Background: an optimization exercise with open tools, aiming at small area and a short achievable clock period. Do not read the settings as production practice. No run shown here included a check of the RTL's function; only the layout flow was run. Power figures rest on the tool's default switching activity, not on a simulated workload.

$ cat flow/config.mk
export PLATFORM = sky130hd
export DESIGN_NAME = SyncFP32Adder2
export DESIGN_NICKNAME = SyncFP32Adder2
export VERILOG_FILES = /design/flow/design.v
export SDC_FILE = /design/flow/constraint.sdc
export NUM_CORES = 8
export LEC_CHECK = 0
export ABC_AREA = 1
export CAP_MARGIN = 20
export CORE_MARGIN = 2
export CORE_UTILIZATION = 55
export PLACE_DENSITY = 0.8
export SLEW_MARGIN = 20
$ cat flow/constraint.sdc
create_clock -name core_clock -period 9.5 [get_ports {clk}]
set_input_delay 1.9000 -clock core_clock [delete_from_list [all_inputs] [get_ports {clk}]]
set_output_delay 1.9000 -clock core_clock [all_outputs]
set_load 0.01 [all_outputs]
$ cat flow/design.v
module FP32Adder2_align(
    input  wire [31:0] a,
    input  wire [31:0] b,
    output wire        l_sign,
    output wire [7:0]  l_exp1,    
    output wire [23:0] l_manx,    
    output wire        sub,
    output wire [23:0] t_man,     
    output wire [1:0]  t_sh       
);
    assign sub = a[31] ^ b[31];
    wire [7:0] ea = a[30:23];
    wire [7:0] eb = b[30:23];
    wire [7:0] y;
    wire       c, c_slow;
    sub8 ed(.x(ea), .y(eb), .d(y), .gt(c_slow));
    gt8 ec(.x(ea), .y(eb), .gt(c));
    wire [7:0] s  = y ^ {8{~c}};
    wire       far = |s[7:5];                   
    wire       ha = |ea;
    wire       hb = |eb;
    wire [23:0] ta = {ha, a[22:0]};
    wire [23:0] tb = {hb, b[22:0]};
    wire [23:0] t  = c ? {1'b0, tb[23:1]} : ta;
    wire [23:0] t1 = t >> {s[3:2], 2'b00};
    assign t_man  = far ? 24'd0 : s[4] ? {16'd0, t1[23:16]} : t1;
    assign t_sh   = s[1:0];
    wire [7:0] el = c ? ea : eb;
    assign l_exp1 = el + 8'd1;
    assign l_manx = (c ? ta : tb) ^ {24{sub}};
    assign l_sign = c ? a[31] : b[31];
endmodule
module gt8(
    input  wire [7:0] x,
    input  wire [7:0] y,
    output wire       gt
);
    wire [7:0] g1 = x & ~y;
    wire [7:0] e1 = ~(x ^ y);
    wire [3:0] g2, e2;
    wire [1:0] g3, e3;
    genvar i;
    generate
        for (i = 0; i < 4; i = i + 1) begin : l2
            assign g2[i] = g1[2*i+1] | (e1[2*i+1] & g1[2*i]);
            assign e2[i] = e1[2*i+1] & e1[2*i];
        end
        for (i = 0; i < 2; i = i + 1) begin : l3
            assign g3[i] = g2[2*i+1] | (e2[2*i+1] & g2[2*i]);
            assign e3[i] = e2[2*i+1] & e2[2*i];
        end
    endgenerate
    assign gt = g3[1] | (e3[1] & g3[0]);
endmodule
module sub8(
    input  wire [7:0] x,
    input  wire [7:0] y,
    output wire [7:0] d,
    output wire       gt
);
    wire [7:0] p = x ^ ~y;
    wire [7:0] g = x & ~y;
    wire [7:0] gl [0:3];
    wire [7:0] pl [0:3];
    assign gl[0] = g;
    assign pl[0] = p;
    genvar l, i;
    generate
        for (l = 0; l < 3; l = l + 1) begin : lv
            for (i = 0; i < 8; i = i + 1) begin : bt
                if ((i >> l) & 1) begin : m
                    localparam integer J = ((i >> l) << l) - 1;
                    assign gl[l+1][i] = gl[l][i] | (pl[l][i] & gl[l][J]);
                    assign pl[l+1][i] = pl[l][i] & pl[l][J];
                end else begin : t
                    assign gl[l+1][i] = gl[l][i];
                    assign pl[l+1][i] = pl[l][i];
                end
            end
        end
    endgenerate
    assign d  = p ^ {gl[3][6:0], 1'b0};
    assign gt = gl[3][7];
endmodule
module FP32Adder2(
    input  wire        l_sign,
    input  wire [23:0] l_manx,
    input  wire        sub,
    input  wire [23:0] t_man,
    input  wire [1:0]  t_sh,
    output wire [24:0] v,         
    output wire [4:0]  sh,        
    output wire        q,         
    output wire        sign
);
    wire [23:0] B  = t_man >> t_sh;
    wire [23:0] p0 = l_manx ^ B;
    wire [23:0] g0 = l_manx & B;
    wire [23:0] G, P;
    prefix24 pt(.g(g0), .p(p0), .G(G), .P(P));
    wire        co = G[23];              
    wire [23:0] m;
    assign m[0] = sub;
    assign m[23:1] = sub ? (co ? G[22:0] | P[22:0] : ~G[22:0]) : G[22:0];
    wire [23:0] r   = p0 ^ m;
    wire        ovf = co & ~sub;         
    wire [31:0] x = {1'b0, r[23:12], r[11] | r[10], r[9:0], 1'b0, 7'h7f};
    wire [4:0]  lz;
    lzc32 lzc(.x(x), .n(lz), .z());
    wire [24:0] v0 = {ovf, r};
    assign v    = sh[4] ? {v0[8:0], 16'd0} : v0;
    assign sh   = sub ? lz : {4'd0, ~ovf};
    assign q    = sub & ~|r[23:11];
    assign sign = l_sign ^ (sub & co);
endmodule
module FP32Adder2_norm(
    input  wire [24:0] v,
    input  wire [4:0]  sh,
    input  wire        q,
    input  wire [7:0]  l_exp1,
    input  wire        off,       
    output wire [22:0] mant,
    output wire [7:0]  exp,
    output wire        ovf
);
    wire [24:0] n = v << sh[3:0];
    assign mant = {n[23] & ~q, n[22:1]} & {23{~off}};
    wire zero = sh[4] & sh[3];
    wire [6:0] el = {1'b0, l_exp1[4:0], 1'b1} + {1'b0, ~sh, ~q};
    wire [2:0] hm = l_exp1[7:5] - 3'd1;
    wire [7:0] e  = {el[6] ? l_exp1[7:5] : hm, el[5:1]};
    assign exp = (zero | off) ? 8'd0 : e;
    wire [7:0] d  = l_exp1 ^ {3'd0, sh};
    wire [7:0] m;
    assign m[0] = 1'b1;
    genvar i;
    generate for (i = 1; i < 8; i = i + 1) begin : tm
        assign m[i] = &l_exp1[i-1:0];
    end endgenerate
    wire top = q ? ~|d : ~|(d ^ m);
    assign ovf = ~off & (~|l_exp1 | (~zero & top));
endmodule
module prefix24(
    input  wire [23:0] g,
    input  wire [23:0] p,
    output wire [23:0] G,
    output wire [23:0] P
);
    wire [23:0] gl [0:5];
    wire [23:0] pl [0:5];
    assign gl[0] = g;
    assign pl[0] = p;
    genvar l, i;
    generate
        for (l = 0; l < 5; l = l + 1) begin : lv
            for (i = 0; i < 24; i = i + 1) begin : bt
                if ((i >> l) & 1) begin : m
                    localparam integer J = ((i >> l) << l) - 1;
                    assign gl[l+1][i] = gl[l][i] | (pl[l][i] & gl[l][J]);
                    assign pl[l+1][i] = pl[l][i] & pl[l][J];
                end else begin : t
                    assign gl[l+1][i] = gl[l][i];
                    assign pl[l+1][i] = pl[l][i];
                end
            end
        end
    endgenerate
    assign G = gl[5];
    assign P = pl[5];
endmodule
module lzc32(
    input  wire [31:0] x,
    output wire [4:0]  n,
    output wire        z
);
    wire [15:0] a1;  wire [15:0] c1;
    wire [7:0]  a2;  wire [15:0] c2;
    wire [3:0]  a3;  wire [11:0] c3;
    wire [1:0]  a4;  wire [7:0]  c4;
    genvar i;
    generate
        for (i = 0; i < 16; i = i + 1) begin : l1
            assign a1[i] = x[2*i+1] | x[2*i];
            assign c1[i] = ~x[2*i+1];
        end
        for (i = 0; i < 8; i = i + 1) begin : l2
            assign a2[i] = a1[2*i+1] | a1[2*i];
            assign c2[2*i+1:2*i] = a1[2*i+1] ? {1'b0, c1[2*i+1]} : {1'b1, c1[2*i]};
        end
        for (i = 0; i < 4; i = i + 1) begin : l3
            assign a3[i] = a2[2*i+1] | a2[2*i];
            assign c3[3*i+2:3*i] = a2[2*i+1] ? {1'b0, c2[4*i+3:4*i+2]} : {1'b1, c2[4*i+1:4*i]};
        end
        for (i = 0; i < 2; i = i + 1) begin : l4
            assign a4[i] = a3[2*i+1] | a3[2*i];
            assign c4[4*i+3:4*i] = a3[2*i+1] ? {1'b0, c3[6*i+5:6*i+3]} : {1'b1, c3[6*i+2:6*i]};
        end
    endgenerate
    assign z = ~(a4[1] | a4[0]);
    assign n = a4[1] ? {1'b0, c4[7:4]} : {1'b1, c4[3:0]};
endmodule
module SyncFP32Adder2(
    input wire [31:0] a,
    input wire [31:0] b,
    output wire [31:0] S,
    output wire Overflow,
    input wire clk,
    input wire rst
);
    wire        l_sign_d, sub_d;
    wire [7:0]  l_exp1_d;
    wire [23:0] l_manx_d;
    wire [23:0] t_man_d;
    wire [1:0]  t_sh_d;
    FP32Adder2_align align(
        .a(a), .b(b),
        .l_sign(l_sign_d), .l_exp1(l_exp1_d), .l_manx(l_manx_d),
        .sub(sub_d), .t_man(t_man_d), .t_sh(t_sh_d)
    );
    reg        l_sign_q, sub_q;
    reg [7:0]  l_exp1_q;
    reg [23:0] l_manx_q;
    reg [23:0] t_man_q;
    reg [1:0]  t_sh_q;
    wire [24:0] v_d;
    wire [4:0]  sh_d;
    wire        q_d, sign_d;
    FP32Adder2 add(
        .l_sign(l_sign_q), .l_manx(l_manx_q),
        .sub(sub_q), .t_man(t_man_q), .t_sh(t_sh_q),
        .v(v_d), .sh(sh_d), .q(q_d), .sign(sign_d)
    );
    reg [24:0] v_q;
    reg [4:0]  sh_q;
    reg        q_q, sign_q;
    reg [7:0]  l_exp1_2q;
    reg first, off;
    always @(posedge clk, posedge rst) begin
        if (rst) begin
            first <= 1'b1;
            off   <= 1'b1;
        end else begin
            first <= 1'b0;
            off   <= first;
        end
    end
    always @(posedge clk) begin
        l_sign_q  <= l_sign_d;
        sub_q     <= sub_d;
        l_exp1_q  <= l_exp1_d;
        l_manx_q  <= l_manx_d;
        t_man_q   <= t_man_d;
        t_sh_q    <= t_sh_d;
        v_q       <= v_d;
        sh_q      <= sh_d;
        q_q       <= q_d;
        sign_q    <= sign_d;
        l_exp1_2q <= l_exp1_q;
    end
    wire [22:0] mant;
    wire [7:0]  exp;
    wire        ovf;
    FP32Adder2_norm norm(
        .v(v_q), .sh(sh_q), .q(q_q), .l_exp1(l_exp1_2q), .off(off),
        .mant(mant), .exp(exp), .ovf(ovf)
    );
    assign S = {sign_q & ~off, exp, mant};
    assign Overflow = ovf;
endmodule
$ cat flow/flow/run.sh
#!/bin/bash
set -euo pipefail
export BUFFER_PORTS_ARGS="-buffer_cell sky130_fd_sc_hd__buf_1"
export SETUP_SLACK_MARGIN=5.3
export CTS_ARGS="-sink_clustering_enable -repair_clock_nets -buf_list sky130_fd_sc_hd__clkbuf_8 -dont_use_dummy_load"
bash standard.sh > make.log 2>&1
$ cat flow/standard.sh
#!/bin/bash
# synth_recipe.tcl (not shown) runs the flow's synth.tcl, then flattens the netlist and writes it again
# the make line also repeats each setting of config.mk as NAME=value (left out here)
make -C /OpenROAD-flow-scripts/flow DESIGN_CONFIG=/design/flow/config.mk WORK_HOME=/design/flow/orfs CLKGATE_MAP_FILE= SYNTH_SCRIPT=/design/flow/synth_recipe.tcl "${@:-finish}"
==> impl_results.md, run 1 <==
* ANT nets after route at 0
* Hold Path Cell Cnt at 0
* Vias in the first global route at 7727
* Worst-path fanout max at 6
* Boundary pin count at between 90 and 100
* Worst path max stage delay at roughly 0.38 ns
* Reg-to-reg setup timing slack at 5.48 ns
* DR top layer: met4
* Distinct cells, synth at 57
* Max cap viols at 0
* Fin crit period at 4.21 ns
* Power Dens Cells at ~240 mW/mm2
* Post-layout nets at roughly 1500
* Initial antenna violation count at 0
* Worst path slowest cell: fa_2
* DRC violations left at 0
* Post-synthesis compound-gate area fraction at around 17%
* Xor and xnor area share after synthesis at approximately 5%
* Critical path cell sequence: buf_6 > inv_2 > ha_4 > fa_2 > nand3_2 > nand2_2 > fa_2 > xnor2_2 > xor2_1 > nor3_2 > inv_2 > nor2_4 > clkinvlp_4 > nor3_2
* CTS tree: done
* Setup_tns at 0 ns
* Leak at 0.00478 uW
* Avg Inst Size Synth at about 6.3 um2
* Status: no timing/DRC/antenna violations
* Routability cong. at 0.963
* Area contributors post-synth: dfxtp_1 (24%), nand2_1 (20%), o21ai_0 (7.9%)
* Crit end category: flip-flop
* Pins over their slew limit at 0
* Hold Crit Class: flip-flop to flip-flop
* Clock sinks at 101
* Std-Cell Rows at 44
* Wire per inst at 14.3 um
* WL met3 at 1.54 mm
* Syn Inst Count at 1324
* Worst skew pair latency at ~0.4 ns
* Critical Path RT at around 9.8 ns
* Final hold vios at 0
* Kind of critical path: input pin to flip-flop
* WHS at between 0.3 and 0.4 ns
* Mapped cell area at 0.00833 mm2
* Die Y at approximately 130 um
* Synth Area in Simple Gates at 33.0%
* Multiplexer area fraction after synthesis at between 3 and 4%
* Period utilisation layout at 44.3%
* Largest net degree at the start of global routing at a little over 80
* Placement Setup Slack at between 3 and 4 ns
* Diodes inserted at 0
* DR iter-0 viols at 731
* Core ar. at 0.0146 mm2
* Detailed placement HPWL at between 15 and 20 mm
* Critical path arrival at between 4 and 5 ns
* Synth top area share at 23.8%
* Crit path launch type: input pin
* Die ar. at 0.0161 mm2
* Total routed wirelength at 23.0 mm
* Global-route wire length before repair at 36.1 mm
* Initial core utilization at 56.9%
* Finish-stage setup viols at 0
* Layout cells sized above 1 at 12.8%
* Reg2reg path depth at 27
* Routed wl met2 at 10.8 mm
* Worst r2r src: t_sh_q[0]$_DFF_P_
* Worst Slack Setup Final at 5.29 ns
* Relative slew slack at a little under two fifths
* Worst Hold End: l_exp1_2q[0]$_DFF_P_
* Setup Skew at 0.0332 ns
* Fmax achieved at 0.238 GHz
* DRT Pass-1 Iters at 6
* Vias at 8775
* Yosys warns at 3
* Largest family of logic cells by synthesized area: simple AND/OR/NAND/NOR gates
* Min-delay src: l_exp1_q[0]$_DFF_P_
* Port bufs at 98
* IR drop worst, VDD at 0.0856 mV
* CTS clk-pin slew, worst paths at 0.10 ns
* # H-tree levels at 3
* Grt total ovfl at 0
* M1 wire length at between 9 and 10 mm
* Worst slew pin tran at 0.928 ns
* Multi-input gate area in the final layout at around 0.0057 mm2
* Crit Reg-Reg Endpoint: q_q$_DFF_P_
* Yosys reg bits at 101
* Yosys top cell by area: dfxtp_1
* Sequential cell area at about 0.002 mm2
* Synth Area in Adders at 6.97%
* CP bufs+invs at 4
* Filler Cell Count at 1277
* CTS Buf Count at 9
* Root Buffer: clkbuf_8
* Register area share after synthesis at 24.4%
* Net Count, Synth at 1434
* Avg Vias per Cell at 5.44
* RSZ-0062 raised after global routing: yes
* Area Overhead vs Synth at 15.6%
* Chip width at around 130 um
* Top delay family on crit path: simple AND/OR/NAND/NOR gates
* Tot GR Track Use at between 20% and 30%
* CTS Hold Bufs at 0
* Bufs on Longest Clock Path at 2
[layout make-up]
cell class | count | area share, %
Tap cell | 184 | 2.39
Multi-Input combinational cell | 1010 | 59.6
Timing Repair inverter | 5 | 0.338
Clock buffer | 9 | 1.29
Inverter | 168 | 6.99
Timing Repair Buffer | 135 | 8.11
Sequential cell | 101 | 21.3
[cell families after synthesis]
kind of cell | after synthesis
other | 1
XOR/XNOR | 47
AND/OR/NAND/NOR | 636
multiplexers | 32
buffers and inverters | 215
flip-flops | 101
adder cells (fa/ha/maj) | 44
AO/OA/AOI/OAI | 248
[layer usage]
metal / vias to the layer above / global-route usage (%)
met3: 67 / 3.98
met4: 0 / 11.6
met2: 375 / 45.6
met1: 3876 / 35.6
met5: - / 0
li1: 4457 / -
[how the worst max path moves through the flow]
stage,depth (start not counted),slack (ns),startpoint,endpoint
3_3_place_gp,16,3.99,b[23],t_man_q[3]$_SDFF_PP0_
6_report,14,5.29,b[23],t_man_q[16]$_SDFF_PP0_
4_1_cts,11,5.28,sh_q[2]$_SDFF_PN0_,S[30]
3_5_place_dp,16,3.88,b[23],t_man_q[3]$_SDFF_PP0_
2_1_floorplan,15,5.32,b[23],t_man_q[18]$_SDFF_PP0_
5_1_grt,12,5.10,sh_q[0]$_DFF_P_,S[27]
[power breakdown]
part / switching [uW] / internal (uW) / total (uW)
Clock: 130 / 85.1 / 215
Sequential: 73.5 / 540 / 614
Combinational: 941 / 516 / 1460
Total: 1140 / 1140 / 2290
[registers in the layout (all words and copies together) (netlist names), 2 cells and up]
signal,count
sh_q,5
l_exp1_2q,8
t_man_q,24
l_manx_q,24
l_exp1_q,8
v_q,24
t_sh_q,2
[synth_stat cells (all sizes together)]
cell type and instances:
nand3b 4, o21ai 138, fa 4, clkbuf 39, nand2 471, clkinv 1
a32o 1, a21oi 63, o31ai 2, nor4 3, ha 40, a21o 3
o2111a 1, o211ai 3, or2 4, o21bai 4, dfstp 2, nor2 78
a22oi 1, nor3 14, conb 1, nand3 57, o221ai 2, nand4 5
xnor2 8, a2111oi 1, a22o 1, dfxtp 99, xor2 39, buf 8
a211oi 2, a21boi 3, inv 167, o32ai 1, o22ai 11, mux2i 32
a311oi 1, o2111ai 3, a31oi 7
[metrics by stage]
step | util, % | cell area [um2] | power, uW | std cells
2_1_floorplan | - | 8360 | 1580 | 1324
3_3_place_gp | 59.9 | 8780 | 1850 | 1564
3_5_place_dp | 59.9 | 8780 | 1870 | 1564
4_1_cts | 62.5 | 9150 | 2140 | 1589
5_1_grt | 65.8 | 9630 | 2490 | 1612
6_report | 65.8 | 9630 | 2290 | 1612
[placed cells by master (no fill, tap or decap), types with 7 or more instances in the layout]
| cell | count |
|---|---|
| nand2_1 | 431 |
| inv_1 | 146 |
| o21ai_0 | 123 |
| dfxtp_1 | 93 |
| buf_1 | 92 |
| nor2_1 | 63 |
| a21oi_1 | 56 |
| nand3_1 | 50 |
| xor2_1 | 38 |
| ha_1 | 36 |
| nand2_2 | 32 |
| mux2i_1 | 32 |
| buf_4 | 25 |
| inv_2 | 12 |
| o21ai_1 | 11 |
| o22ai_1 | 11 |
| clkinvlp_4 | 10 |
| nor2_4 | 9 |
| clkbuf_8 | 9 |
| a31oi_1 | 7 |
| nor3_1 | 7 |
| nor3_2 | 7 |
[timing repair]
action,in CTS,in global routing
setup endpoints to repair,86,81
endpoints found under the hold margin,0,0
buffers inserted,9,20
resized for setup,34,71
pin swaps,2,18
gates cloned,7,3
==> run 2: changes to the inputs <==
==> flow/flow/run.sh (replaced) <==
#!/bin/bash
set -euo pipefail
export BUFFER_PORTS_ARGS="-buffer_cell sky130_fd_sc_hd__buf_1"
export SETUP_SLACK_MARGIN=5.3
export CTS_ARGS="-sink_clustering_enable -repair_clock_nets -buf_list sky130_fd_sc_hd__clkbuf_8 -dont_use_dummy_load"
export SKIP_GATE_CLONING=1

bash standard.sh > make.log 2>&1
==> run 2 against run 1 <==
  * Utilization decreased by 0.91 points
  * Clock power about the same
  * Clock skew about the same
  * Maximum frequency increased by 0.41%
  * Wire length decreased by 1.6%
  * First-iteration DRC count decreased by 9.4%
  * Largest power group unchanged
==> impl_results.md, run 2 <==
* Status: no timing/DRC/antenna violations
* Setup Skew at 0.0328 ns (-0.000474 ns)
* Sw frac at 50.0% (-0.060 points)
* Clock sinks at 101 (unchanged)
* Yosys warns at 3 (unchanged)
* Worst-path fanout max at 5 (-1)
* Switch Pwr at 1140 uW (-0.78%)
* Mapped cell area at 0.00833 mm2 (unchanged)
* Die Y at 127 um (unchanged)
* Net Count, Synth at 1434 (unchanged)
* Wire per inst at 14.1 um (-1.4%)
* Synth top area share at 23.8% (unchanged)
* ANT nets after route at 0 (unchanged)
* Fmax achieved at 0.239 GHz (+0.41%)
* Avg Vias per Cell at 5.43 (-0.20%)
* Vias in the first global route at 7689 (-0.49%)
* Layout cells sized above 1 at 12.1% (-0.67 points)
* Detailed placement HPWL at 16.6 mm (unchanged)
* Worst path slowest cell: dfxtp_4
* Logic pwr share at 63.6% (about the same)
* Setup_tns at 0 ns (unchanged)
* Area contributors post-synth: dfxtp_1 (24%), nand2_1 (20%), o21ai_0 (7.9%)
* Commonest cells in the netlist: nand2_1 (438), inv_1 (156), o21ai_0 (132), dfxtp_1 (99), nor2_1 (66)
* Syn Inst Count at 1324 (unchanged)
* Leak at 0.00476 uW (-0.41%)
* # H-tree levels at 3 (unchanged)
* Yosys top cell by area: dfxtp_1
* CTS tree: done
* Root Buffer: clkbuf_8
* Cell Area, Placed at 0.00878 mm2 (unchanged)
* Register area share after synthesis at 24.4% (unchanged)
* Async set-or-reset flop fraction in the synthesized netlist at 1.98% (unchanged)
* RSZ-0062 raised after global routing: yes
* Clk network pwr share at 9.5% (about the same)
* Distinct cells, synth at 57 (unchanged)
* Pins over their slew limit at 0 (unchanged)
* CTS clk-pin slew, worst paths at 0.10 ns (about the same)
* Port bufs at 98 (unchanged)
* Critical path arrival at 2.29 ns (-2.22 ns)
* CTS Hold Bufs at 0 (unchanged)
* Post-synth EDFFs at 0 (unchanged)
* Max cap viols at 0 (unchanged)
* Pint at 1130 uW (-0.54%)
* Initial core utilization at 56.9% (unchanged)
* Top delay family on crit path: compound AO/OA/AOI/OAI gates
* Period utilisation layout at 44.1% (-0.18 points)
* Largest net degree at the start of global routing at 81 (-1.2%)
* DR iter-0 viols at 662 (-9.4%)
* Global-route wire length before repair at 36.1 mm (about the same)
* CP bufs+invs at 3 (-1)
* Worst skew pair latency at 0.39 ns (about the same)
* Core ar. at 0.0146 mm2 (unchanged)
* Crit end category: output pin
* Relative slew slack at 45.1% (+7.1 points)
* Chip width at 127 um (unchanged)
* Critical Path RT at 7.60 ns (-2.20 ns)
* Seq pwr share at 26.8% (about the same)
* Worst path max stage delay at 0.38 ns (about the same)
* Vias at 8736 (-0.44%)
* Placed cells at 1564 (unchanged)
* CTS Buf Count at 9 (unchanged)
* Worst slew pin tran at 0.823 ns (-0.106 ns)
* Cell with the most instances after synthesis: nand2_1
* Commonest non-fill, non-tap cells in the layout: nand2_1 (432), inv_1 (146), o21ai_0 (125), dfxtp_1 (94), buf_1 (93)
* IR drop worst, VDD at 0.0955 mV (+12%)
* Crit Reg-Reg Endpoint: q_q$_DFF_P_
* Die ar. at 0.0161 mm2 (unchanged)
* Fin crit period at 4.19 ns (-0.0172 ns)
* Hold Path Cell Cnt at 0 (unchanged)
* Area Overhead vs Synth at 14.0%
* Crit path launch type: flip-flop
* DRC violations left at 0 (unchanged)
* Filler Cell Count at 1306 (+2.3%)
* Boundary pin count at 99 (unchanged)
* Kind of critical path: flip-flop to output pin
* Bufs on Longest Clock Path at 2 (unchanged)
* Worst r2r src: t_sh_q[0]$_DFF_P_
* Leading cell type in the layout, fill and taps excluded: nand2_1
* Total routed wirelength at 22.7 mm (-1.6%)
* Grt total ovfl at 0 (unchanged)
* Final instance area at 0.00950 mm2 (-1.4%)
* Diodes inserted at 0 (unchanged)
* Min-delay src: l_exp1_q[0]$_DFF_P_
* Finish-stage setup viols at 0 (unchanged)
* Worst Hold End: l_exp1_2q[0]$_DFF_P_
* Synth Flop Type: dfxtp_1
* Tot GR Track Use at 27.3% (-0.053 points)
* Final hold vios at 0 (unchanged)
* Finished Layout Cells at 1608 (-0.25%)
* Hold Crit Class: flip-flop to flip-flop
* DRT Pass-1 Iters at 8 (+2)
* Post-layout nets at 1536 (-0.26%)
* Initial antenna violation count at 0 (unchanged)
* Power Dens Cells at 239 mW/mm2 (+0.74%)
* Yosys reg bits at 101 (unchanged)
* Routability cong. at 0.963 (unchanged)
* Std-Cell Rows at 44 (unchanged)
* Avg Inst Size Synth at 6.29 um2 (unchanged)
* Critical path cell sequence: clkinvlp_4 > ha_4 > buf_12 > a211oi_4 > o21ai_2 > a21oi_4 > nand2_1 > xor2_1 > nor2_1 > buf_2
* Reg-to-reg setup timing slack at 5.48 ns (about the same)
* Reg2reg path depth at 28 (+3.7%)
==> run 2: cell types whose count changed in the layout (fill, tap and decap cells not counted), sizes merged <==
cell	before	now
buf	129	136
clkinvlp	12	7
clkbuf	15	11
clkinv	2	0
inv	159	161
nand3	59	57
==> run 2: layer usage <==
layer / track usage, % / part of all wire, % / wire length [um] / vias up
li1: - / - / - / 4444
met1: 35.6 / 44 / 9900 / 3869
met2: 45.7 / 47 / 10600 / 371
met3: 3.98 / 6.4 / 1440 / 52
met4: 11.0 / 3.1 / 712 / 0
met5: 0 / 0 / 0 / -
==> run 2: final cells by class <==
| class | count | area, um2 | area share [%] |
|---|---|---|---|
| flip-flops and latches | 101 | 2050 | 21.6 |
| clock buffers | 9 | 124 | 1.30 |
| well taps | 184 | 230 | 2.42 |
| inverters | 168 | 669 | 7.05 |
| multi-input cells | 1008 | 5650 | 59.5 |
| repair buffers | 138 | 769 | 8.10 |
==> run 2: through the flow <==
stage	utilization (%)	hold slack (ns)	power, uW	worst slack (ns)
after floorplan	-	0.310	1580	5.32
after global placement	59.9	0.312	1850	3.99
after detailed placement	59.9	0.312	1870	3.88
after CTS	62.9	0.314	2150	5.28
after global routing	64.8	0.309	2470	5.14
final	64.8	0.314	2270	5.31
==> run 2: worst max path at each step <==
stage | startpoint | end | depth (start not counted)
after floorplan | b[23] | t_man_q[18]$_SDFF_PP0_ | 15
after global placement | b[23] | t_man_q[3]$_SDFF_PP0_ | 16
after detailed placement | b[23] | t_man_q[3]$_SDFF_PP0_ | 16
after CTS | sh_q[2]$_SDFF_PN0_ | S[30] | 11
after global routing | sh_q[0]$_DFF_P_ | S[27] | 12
final | sh_q[2]$_SDFF_PN0_ | S[30] | 10
==> run 2: kinds of logic (layout without fill, tap and decap cells) <==
kind of cell             Yosys count  in the layout  synth area share (%)
other                              1              1                0.0450
buffers and inverters            215            315                  10.2
AO/OA/AOI/OAI                    248            248                  16.5
XOR/XNOR                          47             47                  4.94
adder cells (fa/ha/maj)           44             44                  6.97
multiplexers                      32             32                  3.85
flip-flops                       101            101                  24.4
AND/OR/NAND/NOR                  636            636                  33.0
==> run 2: what timing repair did <==
item | CTS | global route
resized for setup | 36 | 52
pin swaps | 3 | 11
gates cloned | 0 | 0
buffers inserted | 21 | 14
endpoints found under the setup margin | 86 | 71
==> run 2: power by group through the flow <==
stage	sequential (uW)	combinational (uW)	clock, uW
6_report	610	1440	217
5_1_grt	623	1620	234
3_3_place_gp	617	1230	0
2_1_floorplan	583	995	0
4_1_cts	606	1330	219
3_5_place_dp	620	1250	0
==> run 3: changes to the inputs <==
--- a/flow/design.v
+++ b/flow/design.v
@@ -12,9 +12,8 @@
     wire [7:0] ea = a[30:23];
     wire [7:0] eb = b[30:23];
     wire [7:0] y;
-    wire       c, c_slow;
-    sub8 ed(.x(ea), .y(eb), .d(y), .gt(c_slow));
-    gt8 ec(.x(ea), .y(eb), .gt(c));
+    wire       c;
+    sub8 ed(.x(ea), .y(eb), .d(y), .gt(c));
     wire [7:0] s  = y ^ {8{~c}};
     wire       far = |s[7:5];                   
     wire       ha = |ea;
@@ -29,28 +28,6 @@
     assign l_exp1 = el + 8'd1;
     assign l_manx = (c ? ta : tb) ^ {24{sub}};
     assign l_sign = c ? a[31] : b[31];
-endmodule
-module gt8(
-    input  wire [7:0] x,
-    input  wire [7:0] y,
-    output wire       gt
-);
-    wire [7:0] g1 = x & ~y;
-    wire [7:0] e1 = ~(x ^ y);
-    wire [3:0] g2, e2;
-    wire [1:0] g3, e3;
-    genvar i;
-    generate
-        for (i = 0; i < 4; i = i + 1) begin : l2
-            assign g2[i] = g1[2*i+1] | (e1[2*i+1] & g1[2*i]);
-            assign e2[i] = e1[2*i+1] & e1[2*i];
-        end
-        for (i = 0; i < 2; i = i + 1) begin : l3
-            assign g3[i] = g2[2*i+1] | (e2[2*i+1] & g2[2*i]);
-            assign e3[i] = e2[2*i+1] & e2[2*i];
-        end
-    endgenerate
-    assign gt = g3[1] | (e3[1] & g3[0]);
 endmodule
 module sub8(
     input  wire [7:0] x,
@@ -88,12 +65,14 @@
     input  wire        sub,
     input  wire [23:0] t_man,
     input  wire [1:0]  t_sh,
+    input  wire [1:0]  t_shn,     
     output wire [24:0] v,         
     output wire [4:0]  sh,        
     output wire        q,         
     output wire        sign
 );
-    wire [23:0] B  = t_man >> t_sh;
+    wire [23:0] b1 = ({24{t_shn[0]}} & t_man) | ({24{t_sh[0]}} & {1'b0, t_man[23:1]});
+    wire [23:0] B  = ({24{t_shn[1]}} & b1) | ({24{t_sh[1]}} & {2'b0, b1[23:2]});
     wire [23:0] p0 = l_manx ^ B;
     wire [23:0] g0 = l_manx & B;
     wire [23:0] G, P;
@@ -116,6 +95,7 @@
 module FP32Adder2_norm(
     input  wire [24:0] v,
     input  wire [4:0]  sh,
+    input  wire [3:0]  shn,       
     input  wire        q,
     input  wire [7:0]  l_exp1,
     input  wire        off,       
@@ -123,7 +103,10 @@
     output wire [7:0]  exp,
     output wire        ovf
 );
-    wire [24:0] n = v << sh[3:0];
+    wire [24:0] n1 = ({25{shn[0]}} & v)  | ({25{sh[0]}} & {v[23:0], 1'b0});
+    wire [24:0] n2 = ({25{shn[1]}} & n1) | ({25{sh[1]}} & {n1[22:0], 2'b0});
+    wire [24:0] n3 = ({25{shn[2]}} & n2) | ({25{sh[2]}} & {n2[20:0], 4'b0});
+    wire [24:0] n  = ({25{shn[3]}} & n3) | ({25{sh[3]}} & {n3[16:0], 8'b0});
     assign mant = {n[23] & ~q, n[22:1]} & {23{~off}};
     wire zero = sh[4] & sh[3];
     wire [6:0] el = {1'b0, l_exp1[4:0], 1'b1} + {1'b0, ~sh, ~q};
@@ -221,17 +204,18 @@
     reg [7:0]  l_exp1_q;
     reg [23:0] l_manx_q;
     reg [23:0] t_man_q;
-    reg [1:0]  t_sh_q;
+    reg [1:0]  t_sh_q, t_shn_q;
     wire [24:0] v_d;
     wire [4:0]  sh_d;
     wire        q_d, sign_d;
     FP32Adder2 add(
         .l_sign(l_sign_q), .l_manx(l_manx_q),
-        .sub(sub_q), .t_man(t_man_q), .t_sh(t_sh_q),
+        .sub(sub_q), .t_man(t_man_q), .t_sh(t_sh_q), .t_shn(t_shn_q),
         .v(v_d), .sh(sh_d), .q(q_d), .sign(sign_d)
     );
     reg [24:0] v_q;
     reg [4:0]  sh_q;
+    reg [3:0]  shn_q;
     reg        q_q, sign_q;
     reg [7:0]  l_exp1_2q;
     reg first, off;
@@ -251,8 +235,10 @@
         l_manx_q  <= l_manx_d;
         t_man_q   <= t_man_d;
         t_sh_q    <= t_sh_d;
+        t_shn_q   <= ~t_sh_d;
         v_q       <= v_d;
         sh_q      <= sh_d;
+        shn_q     <= ~sh_d[3:0];
         q_q       <= q_d;
         sign_q    <= sign_d;
         l_exp1_2q <= l_exp1_q;
@@ -261,7 +247,7 @@
     wire [7:0]  exp;
     wire        ovf;
     FP32Adder2_norm norm(
-        .v(v_q), .sh(sh_q), .q(q_q), .l_exp1(l_exp1_2q), .off(off),
+        .v(v_q), .sh(sh_q), .shn(shn_q), .q(q_q), .l_exp1(l_exp1_2q), .off(off),
         .mant(mant), .exp(exp), .ovf(ovf)
     );
     assign S = {sign_q & ~off, exp, mant};
==> flow/flow/run.sh (replaced) <==
#!/bin/bash
set -euo pipefail
export BUFFER_PORTS_ARGS="-buffer_cell sky130_fd_sc_hd__buf_1"
export SETUP_SLACK_MARGIN=5.2
export CTS_ARGS="-sink_clustering_enable -repair_clock_nets -buf_list sky130_fd_sc_hd__clkbuf_8 -dont_use_dummy_load"
bash standard.sh > make.log 2>&1
==> run 3 against run 2 <==
  * Wire length shrank 2.2%
  * Critical path type is now input pin to flip-flop
  * Largest cell class unchanged
  * Synthesized cell count up 2.9%
  * Clock skew grew 0.0041 ns
==> impl_results.md, run 3 <==
* Setup_tns at 0 ns (unchanged)
* Yosys warns at 3 (unchanged)
* Avg Inst Size Synth at 6.22 um2 (-1.2%)
* CP Depth at 16 (+6)
* Async set-or-reset flop fraction in the synthesized netlist at 1.87% (-0.11 points)
* Max cap viols at 0 (unchanged)
* Largest net degree at the start of global routing at 70 (-14%)
* Yosys reg bits at 107 (+5.9%)
* Commonest cells in the netlist: nand2_1 (336), inv_1 (270), o21ai_0 (112), dfxtp_1 (105), o22ai_1 (100)
* Worst path max stage delay at 0.35 ns (-0.03 ns)
* Finished Layout Cells at 1636 (+1.7%)
* Total routed wirelength at 22.2 mm (-2.2%)
* Fmax achieved at 0.238 GHz (-0.26%)
* Tot GR Track Use at 25.5% (-1.8 points)
* Boundary pin count at 99 (unchanged)
* Pins over their slew limit at 0 (unchanged)
* Hold Path Cell Cnt at 0 (unchanged)
* Synth top area share at 24.8% (+1.0 points)
* Grt total ovfl at 0 (unchanged)
* Final instance area at 0.00946 mm2 (-0.42%)
* Layout cells sized above 1 at 7.94% (-4.2 points)
* Syn Inst Count at 1363 (+2.9%)
* Status: no timing/DRC/antenna violations
* Leading cell type in the layout, fill and taps excluded: nand2_1
* Net Count, Synth at 1473 (+2.7%)
* RSZ-0062 raised after global routing: no
* Wire per inst at 13.6 um (-3.9%)
* Period utilisation layout at 44.2% (+0.11 points)
* Fin crit period at 4.20 ns (+0.0107 ns)
* # H-tree levels at 3 (unchanged)
* Die ar. at 0.0164 mm2 (+1.7%)
* Worst path slowest cell: fa_1
* Crit path launch type: input pin
* Routability cong. at 0.929 (-3.5%)
* CP bufs+invs at 6 (+3)
* Cell Area, Placed at 0.00889 mm2 (+1.3%)
* CTS clk-pin slew, worst paths at 0.08 ns (-0.02 ns)
* Crit end category: flip-flop
* Core ar. at 0.0151 mm2 (+3.4%)
* Most used cell, CP: inv_1
* Relative slew slack at 39.9% (-5.2 points)
* Critical path arrival at 4.44 ns (+2.15 ns)
* Worst slew pin tran at 0.900 ns (+0.0771 ns)
* Detailed placement HPWL at 16.5 mm (-0.87%)
* Setup Skew at 0.0369 ns (+0.00413 ns)
* ANT nets after route at 0 (unchanged)
* Initial antenna violation count at 0 (unchanged)
* Worst skew pair latency at 0.38 ns (about the same)
* DRT Pass-1 Iters at 5 (-3)
* Leak at 0.00463 uW (-2.7%)
* Area Overhead vs Synth at 11.6%
* Final hold vios at 0 (unchanged)
* Register area share after synthesis at 25.4% (+1.0 points)
* Vias in the first global route at 7412 (-3.6%)
* Root Buffer: clkbuf_8
* Sequential cell area at 0.00218 mm2 (+6.2%)
* CTS Hold Bufs at 0 (unchanged)
* DRC violations left at 0 (unchanged)
* Reg2reg path depth at 24 (-14%)
* Vias at 8701 (-0.40%)
* Post-synth EDFFs at 0 (unchanged)
* Std-Cell Rows at 45 (+2.3%)
* Filler Cell Count at 1446 (+11%)
* Top delay family on crit path: buffers and inverters
* CTS tree: done
* IR drop worst, VDD at 0.0968 mV (+1.3%)
* Area contributors post-synth: dfxtp_1 (25%), nand2_1 (15%), inv_1 (12%)
* DR iter-0 viols at 636 (-3.9%)
* Distinct cells, synth at 51 (-11%)
* Worst-path fanout max at 25 (+20)
* Port bufs at 98 (unchanged)
* Yosys top cell by area: dfxtp_1
* Chip width at 128 um (+0.84%)
* Finish-stage setup viols at 0 (unchanged)
* CTS Buf Count at 9 (unchanged)
* Avg Vias per Cell at 5.32 (-2.1%)
* Critical Path RT at 9.74 ns (+2.14 ns)
* Clock sinks at 107 (+5.9%)
* Fin util at 62.4% (-2.4 points)
* Die Y at 128 um (+0.84%)
* Multi-input gate area in the final layout at 0.00519 mm2 (-8.2%)
* Commonest non-fill, non-tap cells in the layout: nand2_1 (332), inv_1 (260), o21ai_0 (104), o22ai_1 (100), dfxtp_1 (98)
* Post-layout nets at 1560 (+1.6%)
* Kind of critical path: input pin to flip-flop
* Hold Crit Class: flip-flop to flip-flop
* Critical path cell sequence: buf_1 > ha_1 > inv_1 > fa_1 > inv_1 > nand3_1 > nand2_1 > nand4_1 > nand2_4 > buf_12 > xor2_1 > buf_4 > inv_4 > o221ai_1 > o21ai_0 > a22oi_1
* Power Dens Cells at 236 mW/mm2 (-1.2%)
* Synth Flop Type: dfxtp_1
* Placed cells at 1601 (+2.4%)
* Diodes inserted at 0 (unchanged)
* Global-route wire length before repair at 34.2 mm (-5.3%)
* Bufs on Longest Clock Path at 2 (unchanged)
* Cell with the most instances after synthesis: nand2_1
* Initial core utilization at 55.9% (-0.93 points)
* Mapped cell area at 0.00847 mm2 (+1.7%)
## run 3: layer usage
metal / vias up / global-route usage, % / routed length [um]
li1: 4563 / - / -
met1: 3828 / 33.5 / 9880
met2: 261 / 43.8 / 10600
met3: 49 / 3.30 / 990
met4: 0 / 7.24 / 665
met5: - / 0 / 0
## run 3: path summary, 6_finish.rpt
check	slack, ns	startpoint	to
max in group asynchronous	7.97	rst	off$_DFF_PP1_
min in group asynchronous	1.51	rst	first$_DFF_PP1_
setup / recovery	5.30	a[23]	t_man_q[2]$_SDFF_PP0_
hold reg to reg	0.33	l_exp1_q[0]$_DFF_P_	l_exp1_2q[0]$_DFF_P_
setup reg to reg	5.50	t_sh_q[0]$_DFF_P_	norm.v[17]$_DFF_P_
hold / removal	0.33	l_exp1_q[0]$_DFF_P_	l_exp1_2q[0]$_DFF_P_
## run 3: what timing repair did
action                     in CTS  in global routing
setup endpoints to repair      31                 65
pin swaps                       1                  9
cloned                          3                 11
resized for setup              25                 45
setup buffers                   4                  8
## run 3: area by class of cell
| class | instances | area share, % |
|---|---|---|
| timing repair buffer | 115 | 5.90 |
| clock buffer | 9 | 1.31 |
| sequential | 107 | 23.0 |
| tap | 188 | 2.49 |
| multi-input combinational | 925 | 54.9 |
| timing repair inverter | 10 | 0.741 |
| inverter | 282 | 11.7 |
## run 3: metrics by stage
stage	worst slack [ns]	hold WS, ns	power [uW]
3_3_place_gp	4.06	0.312	1890
3_5_place_dp	3.99	0.312	1900
5_1_grt	5.16	0.341	2450
4_1_cts	5.20	0.334	2150
2_1_floorplan	5.21	0.310	1620
6_report	5.30	0.332	2230
## run 3: power breakdown
part	internal, uW	leakage (uW)	switching (uW)
registers	575	0.000900	66.9
clock network	85.2	0.0000647	130
logic	473	0.00367	904
total	1130	0.00463	1100
## run 3: kinds of logic after synthesis
group / Yosys count / synth area share, %
compound gates: 297 / 20.5
mux: 10 / 1.18
other cells: 1 / 0.0443
xor+xnor: 44 / 4.55
flops: 107 / 25.4
fa+ha+maj: 44 / 6.85
simple gates: 527 / 26.4
buf+inv: 333 / 15.1

[static timing again, ports no longer ideal]
The flow's constraints put no driver on any port. The routed layouts listed below were extracted and timed again, unchanged, in two steps. Step 1 sets driving cells, clkbuf_16 on the clock port and buf_2 on the other inputs (assumed; they add their load-dependent delay and slew). Step 2 also shifts input and output timing later by t, the mid clock arrival at the registers, as if the neighbouring blocks saw the same clock. a / b / c = no drivers / after step 1 / after step 2; a / b = the first two.
| run | shift t [ns] | setup slack, ns | worst setup path at the end | clock arrival spread, ns |
|---|---|---|---|---|
| run 1 | 0.409 | 5.292 / 5.271 / 4.885 | input to register | 0.036 / 0.036 |
| run 2 | 0.413 | 5.310 / 5.269 / 4.937 | input to register | 0.034 / 0.034 |
| run 3 | 0.404 | 5.299 / 5.262 / 4.908 | input to register | 0.037 / 0.036 |
After both steps setup and hold are still met in every run listed. The setup slack of run 1, which loses most, moves by -0.021 ns with the drivers and by -0.407 ns with both steps.
